Source: an optimization exercise on an open RTL-to-GDS flow (aim: small area, a short achievable clock period and few clock cycles per item). Production flows keep margins and buffers that such runs may drop.
Where RTL was checked, it was by simulation tests only, not by an equivalence proof against the original.
Power is estimated from default activity; no workload was simulated.

v50:
## qoi_compressor
module qoi_compressor (
    input  wire        rstn,
    input  wire        clk,
    output reg         ctrl_ready,
    input  wire        ctrl_start,
    input  wire [15:0] ctrl_width,
    input  wire [15:0] ctrl_height,
    output reg         i_tready,
    input  wire        i_tvalid,
    input  wire        i_tlast,
    input  wire [ 7:0] i_R, i_G, i_B,
    input  wire        o_tready,
    output reg         o_tvalid,
    output reg         o_tlast,
    output reg  [ 3:0] o_tkeep,
    output reg  [31:0] o_tdata
);
For scale: about 1,600 flip-flops, ~100 I/O pins.
==> flow/config.mk <==
export PLATFORM = sky130hd
export DESIGN_NAME = qoi_compressor
export DESIGN_NICKNAME = qoi_compressor
export VERILOG_FILES = /design/flow/design.v
export SDC_FILE = /design/flow/constraint.sdc
export NUM_CORES = 4
export LEC_CHECK = 0
export CAP_MARGIN = 20
export CORE_MARGIN = 2
export CORE_UTILIZATION = 40
export CTS_CLUSTER_DIAMETER = 70
export CTS_CLUSTER_SIZE = 16
export SETUP_SLACK_MARGIN = 2.7
export SLEW_MARGIN = 20
export TNS_END_PERCENT = 10
==> flow/constraint.sdc <==
create_clock -name core_clock -period 5.0 [get_ports {clk}]
set_input_delay 1.0000 -clock core_clock [delete_from_list [all_inputs] [get_ports {clk}]]
set_output_delay 1.0000 -clock core_clock [all_outputs]
set_load 0.01 [all_outputs]
run.sh (not shown) runs the stock make flow with config.mk's settings and CLKGATE_MAP_FILE= SYNTH_SCRIPT=/design/flow/synth_recipe.tcl, a recipe that flattens the netlist after the stock synthesis.
v50: done, clean on timing, DRC and antenna
Testbench counts of v50, summed over its fixed seeds: cycles 48,927, pixels 48,510.
Input-level comparison between v52 and v50:
- CTS_CLUSTER_DIAMETER: 70 -> 75
- CTS_CLUSTER_SIZE: 16 -> 26
- TNS_END_PERCENT: 10 -> unset
[summary]
- v52 has completed all stages; timing, DRC and antenna checks passed.
- Cmp v52 vs v50: number of cells upsized or downsized after cts higher in v52
- In the flow results for v52 and v50, the share of the clock period used by the worst path after layout is smaller on v52.
- Against v50, v52 comes in 1 lower on cell count along the critical path.
- | post-route met1 wirelength | lower: v52 |
- Diff v52 and v50: combinational share of power higher in v52
- v52 vs v50 on design area: v52 is the higher one.
### v52 -> v46
- clearing CTS_CLUSTER_SIZE, which used to be 26
- putting PLACE_DENSITY at 0.72 where nothing was set
- clearing CTS_CLUSTER_DIAMETER, which used to be 75
Notes after the runs:
Measured against v46, the routed metal-1 wirelength of v52 comes out at 1.16 times the reference value.
Cmp v46 vs v52: fraction of area in registers lower in v46
Looking at setup slack, v46 sits 34 ps below v52.
v46 finished every stage and its layout cleared the timing, design-rule and antenna checks.
Taking v52 as the reference, in v46 total via count after detailed routing went up, number of fillers in the final layout went down, cell count went up.

* * *

Starting RTL as in the previous note.
==> flow/config.mk <==
export PLATFORM = sky130hd
export DESIGN_NAME = qoi_compressor
export DESIGN_NICKNAME = qoi_compressor
export VERILOG_FILES = /design/flow/design.v
export SDC_FILE = /design/flow/constraint.sdc
export NUM_CORES = 4
export LEC_CHECK = 0
export CAP_MARGIN = 20
export CORE_MARGIN = 2
export CORE_UTILIZATION = 40
export CTS_BUF_LIST = sky130_fd_sc_hd__clkbuf_8
export CTS_CLUSTER_DIAMETER = 70
export CTS_CLUSTER_SIZE = 16
export SETUP_SLACK_MARGIN = 2.7
export SLEW_MARGIN = 20
==> flow/constraint.sdc <==
create_clock -name core_clock -period 5.0 [get_ports {clk}]
set_input_delay 1.0000 -clock core_clock [delete_from_list [all_inputs] [get_ports {clk}]]
set_output_delay 1.0000 -clock core_clock [all_outputs]
set_load 0.01 [all_outputs]
The first run finished with timing, DRC and antenna clean.
Testbench counts at the start, summed over its fixed seeds: cycles 48,927, pixels 48,510.
Edit:
CTS_BUF_LIST = default   (was sky130_fd_sc_hd__clkbuf_8)
CTS_CLUSTER_DIAMETER = default   (was 70)
CTS_CLUSTER_SIZE = default   (was 16)
SETUP_SLACK_MARGIN = 2.8   (was 2.7)
=>
- worst setup slack gets better by 0.042 ns
- global-route usage increases by 1.0 points
- routed wire length grows by 6.4%
- maximum frequency climbs by 1.7%
- clock power grows by 86%
- total power climbs by 18%
- cell area is higher by 9.1%
Edit:
CORE_UTILIZATION = 35   (was 40)
CTS_CLUSTER_DIAMETER = 70   (was default)
CTS_CLUSTER_SIZE = 16   (was default)
SETUP_SLACK_MARGIN = 2.7   (was 2.8)
Effect: The new run finished with timing, DRC and antenna clean; design area falls by about 5%; wire length falls by 4.0%; flip-flop and latch count stays the same; global-route usage falls by 3.7 points; via count falls by 3.6%.
Edit:
CORE_UTILIZATION = 40   (was 35)
CTS_CLUSTER_DIAMETER = default   (was 70)
CTS_CLUSTER_SIZE = default   (was 16)
Outcome:
- The changed run finished clean
- setup slack gains 0.16 ns
- maximum frequency rose by 6.7%
- wire length is lower by 1.1%
- area after synthesis does not change
- design area goes up by 0.90%
- clock power increases by 32%
- global-route usage climbs by 3.0 points
- power came out higher by 4.9%
- utilization came out higher by 6.3 points
- die area goes down by 12%
Edit:
ABC_AREA = 1   (was default)
CTS_CLUSTER_DIAMETER = 70   (was default)
CTS_CLUSTER_SIZE = 16   (was default)
The new run finished clean. Hold slack is better by 0.0084 ns. Maximum frequency rises slightly. Routed wire length shrinks by roughly a tenth. First-iteration DRC count shrinks by about a fifth. Setup slack improves by 0.016 ns. Total power went down by roughly a tenth. Sequential cell count does not change. Via count increases by a few percent. Synthesized area is higher by a few percent. Register-to-register slack hardly moves.
Edit:
ABC_AREA = default   (was 1)
CTS_BUF_LIST = sky130_fd_sc_hd__clkbuf_8 sky130_fd_sc_hd__clkbuf_16   (was default)
- combinational power climbs by about 4%
- routed wire length rose by 11%
- critical path depth fell by 8
- design area is lower by 4.4%
- power is higher by 3.4%
- clock-buffer cell count is lower by 84
- via count goes down by 5.6%

* * *

Setup of run A:
Another version of the RTL of qoi_compressor (not shown whole).
For scale: ~3300 cells after synthesis, about 100 I/O pins, roughly 62000 um^2 of cells after synthesis.
clock: 5.0 ns
lec_check: 0
abc_clock_period_in_ps: 2000
cap_margin: 20
core_margin: 2
core_utilization: 55
setup_slack_margin: 3.0
slew_margin: 20
Run A: full flow OK, the timing, design-rule and antenna checks passed
### run A -> run B
# run A
export LEC_CHECK = 0
export ABC_CLOCK_PERIOD_IN_PS = 2000
export CAP_MARGIN = 20
export CORE_MARGIN = 2
export CORE_UTILIZATION = 55
export SETUP_SLACK_MARGIN = 3.0
export SLEW_MARGIN = 20
create_clock -name core_clock -period 5.0 [get_ports {clk}]
# run B
export LEC_CHECK = 0
export ABC_CLOCK_PERIOD_IN_PS = 2500
export CAP_MARGIN = 20
export CORE_MARGIN = 2
export CORE_UTILIZATION = 40
export SETUP_SLACK_MARGIN = 2.5
export SLEW_MARGIN = 20
create_clock -name core_clock -period 5.0 [get_ports {clk}]
==> comparison <==
Run B vs. run A: portion of total power attributed to combinational logic went down by 5.7 points. Area of the die, run A and run B: lower on run A. Taking run A as the reference, in run B number of vias after detailed routing shows a reduction of 6170, count of buffers inserted at the top-level ports shows no meaningful change, sequential power share shows an increase of 3.8 points, transition time of the tightest slew-check pin shows no meaningful change.
No functional check of the RTL was part of any run of this note.

* * *

Setup of v6:
RTL: one of the versions met above, not the one the previous note started from.
For scale: about 1600 flip-flops, about 100 I/O pins, ~62000 um^2 of cells after synthesis.
clock: 5.0 ns
lec_check: 0
cap_margin: 20
core_margin: 2
core_utilization: 40
cts_cluster_diameter: 70
cts_cluster_size: 16
setup_slack_margin: 2.7
slew_margin: 20
tns_end_percent: 30
Testbench counts of v6, summed over its fixed seeds: cycles 48,927, pixels 48,510.
What v7 does differently from v6 at the input level:
Settings: removing TNS_END_PERCENT (formerly 30); changing CTS_CLUSTER_SIZE from 16 to 20.
Compared with v6, in v7 worst slew margin relative to its limit -2.8 points; switching part of the total power went up by 0.20 points; routed wire length has decreased.

* * *

Starting RTL as in the previous note.
Settings: LEC_CHECK=0, CAP_MARGIN=5, CORE_MARGIN=2, CORE_UTILIZATION=40, CTS_CLUSTER_DIAMETER=70, CTS_CLUSTER_SIZE=16, SETUP_SLACK_MARGIN=2.7, SLEW_MARGIN=5; clock period 5.0 ns.
The first run ran to the end with no violations.
Testbench counts at the start, summed over its fixed seeds: cycles 48,927, pixels 48,510.
Edit:
Settings changed: CAP_MARGIN 5 to 20, CTS_CLUSTER_DIAMETER 70 to unset, CTS_CLUSTER_SIZE 16 to unset, SETUP_SLACK_MARGIN 2.7 to 2.6, SLEW_MARGIN 5 to 20.
Outcome:
- The changed run finished clean
- setup slack gets worse by 20 ps
- sequential power hardly moves
- die area is unchanged
- non-clock buffer count came out lower by 33
- final cell count came out higher by 1.1%
- total power came out higher by 4.0%

* * *

Another version of the RTL of qoi_compressor (not shown whole).
For scale: about 3900 cells after synthesis, about 100 I/O pins, about 62000 um^2 of cells after synthesis.
Settings: LEC_CHECK=0, CAP_MARGIN=20, CORE_MARGIN=2, CORE_UTILIZATION=40, CTS_CLUSTER_DIAMETER=60, CTS_CLUSTER_SIZE=24, SETUP_SLACK_MARGIN=2.5, SLEW_MARGIN=20; clock period 5.0 ns.
Testbench counts at the start, summed over its fixed seeds: cycles 48,927, pixels 48,510.
Rerun with:
CTS_CLUSTER_DIAMETER = unset   (was 60)
CTS_CLUSTER_SIZE = unset   (was 24)
SETUP_SLACK_MARGIN = 2.6   (was 2.5)
Outcome: Sequential cell count stays the same; global-route usage grows by 0.79 points; core utilization is higher by 0.94 points; setup slack gets better by 0.016 ns; hold slack degrades by 0.0090 ns; cell area is higher by about 2%; non-clock buffer count increases by 16; wire length rises by about 3%; clock skew fell by 0.013 ns; power grows by 5.7%; maximum frequency is higher by 0.65%.
Rerun with:
SETUP_SLACK_MARGIN = 2.8   (was 2.6)
Outcome: The changed run produced a clean layout. Wire length climbs by 4.9%. Synthesized cell count stays the same. Synthesized area stays the same. Via count climbs by 3.5%. Hold slack barely changes. Clock-buffer cell count drops by 2. Final cell count climbs by 2.1%.
Rerun with:
CTS_CLUSTER_DIAMETER = 50   (was unset)
CTS_CLUSTER_SIZE = 30   (was unset)
SETUP_SLACK_MARGIN = 2.5   (was 2.8)
Setup slack loses 0.031 ns; synthesized cell count stays the same; non-clock buffer count goes down by 142; clock power goes down by a few percent; total power goes down by roughly a tenth.

==> static timing again, ports no longer ideal <==
No port has a modelled driver above. Below, the same layouts with a new extraction and two added sets of constraints. Step 1 assumes that a clkbuf_16 drives the clock port and a buf_2 every other input. Step 2, shift: input delay + t, output delay - t, t = (earliest + latest rising clock arrival at the registers) / 2. This alone moves slack from input paths to output paths. Three values: ideal ports, drivers, drivers and shift; two values: the first two.
run	t, ns	setup WS [ns]	worst hold slack (ns)	worst data-port slew with drivers (ns)
v50	0.843	2.412 / 2.412 / 1.933	0.420 / 0.420 / 0.420	0.07
v52	0.827	2.648 / 2.564 / 1.937	0.428 / 0.428 / 0.428	0.06
v46	0.879	2.615 / 2.551 / 1.898	0.421 / 0.421 / 0.421	0.06
the first run of note 2	0.942	2.527 / 2.453 / 1.805	0.428 / 0.428 / 0.428	0.06
the second run of note 2	0.882	2.569 / 2.547 / 2.006	0.421 / 0.421 / 0.421	0.12
the third run of note 2	0.854	2.468 / 2.387 / 1.899	0.420 / 0.420 / 0.420	0.12
the fourth run of note 2	0.883	2.626 / 2.538 / 1.881	0.422 / 0.422 / 0.422	0.06
the fifth run of note 2	0.830	2.642 / 2.618 / 1.933	0.430 / 0.430 / 0.430	0.06
the sixth run of note 2	0.843	2.641 / 2.578 / 1.918	0.421 / 0.421 / 0.421	0.06
run A	0.859	1.485 / 1.485 / 1.485	0.437 / 0.437 / 0.437	0.06
run B	0.859	1.448 / 1.448 / 1.448	0.431 / 0.431 / 0.431	0.08
v6	0.844	2.509 / 2.509 / 1.941	0.422 / 0.422 / 0.422	0.07
v7	0.824	2.634 / 2.585 / 1.923	0.426 / 0.426 / 0.426	0.06
the first run of note 5	0.851	2.557 / 2.557 / 1.927	0.427 / 0.427 / 0.427	0.06
the second run of note 5	0.867	2.538 / 2.509 / 1.839	0.418 / 0.418 / 0.418	0.07
the first run of note 6	0.828	2.485 / 2.429 / 1.741	0.426 / 0.426 / 0.426	0.08
the second run of note 6	0.873	2.501 / 2.419 / 1.791	0.417 / 0.417 / 0.417	0.09
the third run of note 6	0.875	2.505 / 2.431 / 1.784	0.418 / 0.418 / 0.418	0.08
the fourth run of note 6	0.886	2.474 / 2.392 / 1.694	0.421 / 0.421 / 0.421	0.08
After both steps setup and hold are still met in every run listed. For the fourth run of note 6, which loses most, drivers alone change the setup slack by -0.082 ns; drivers and shift together by -0.780 ns.
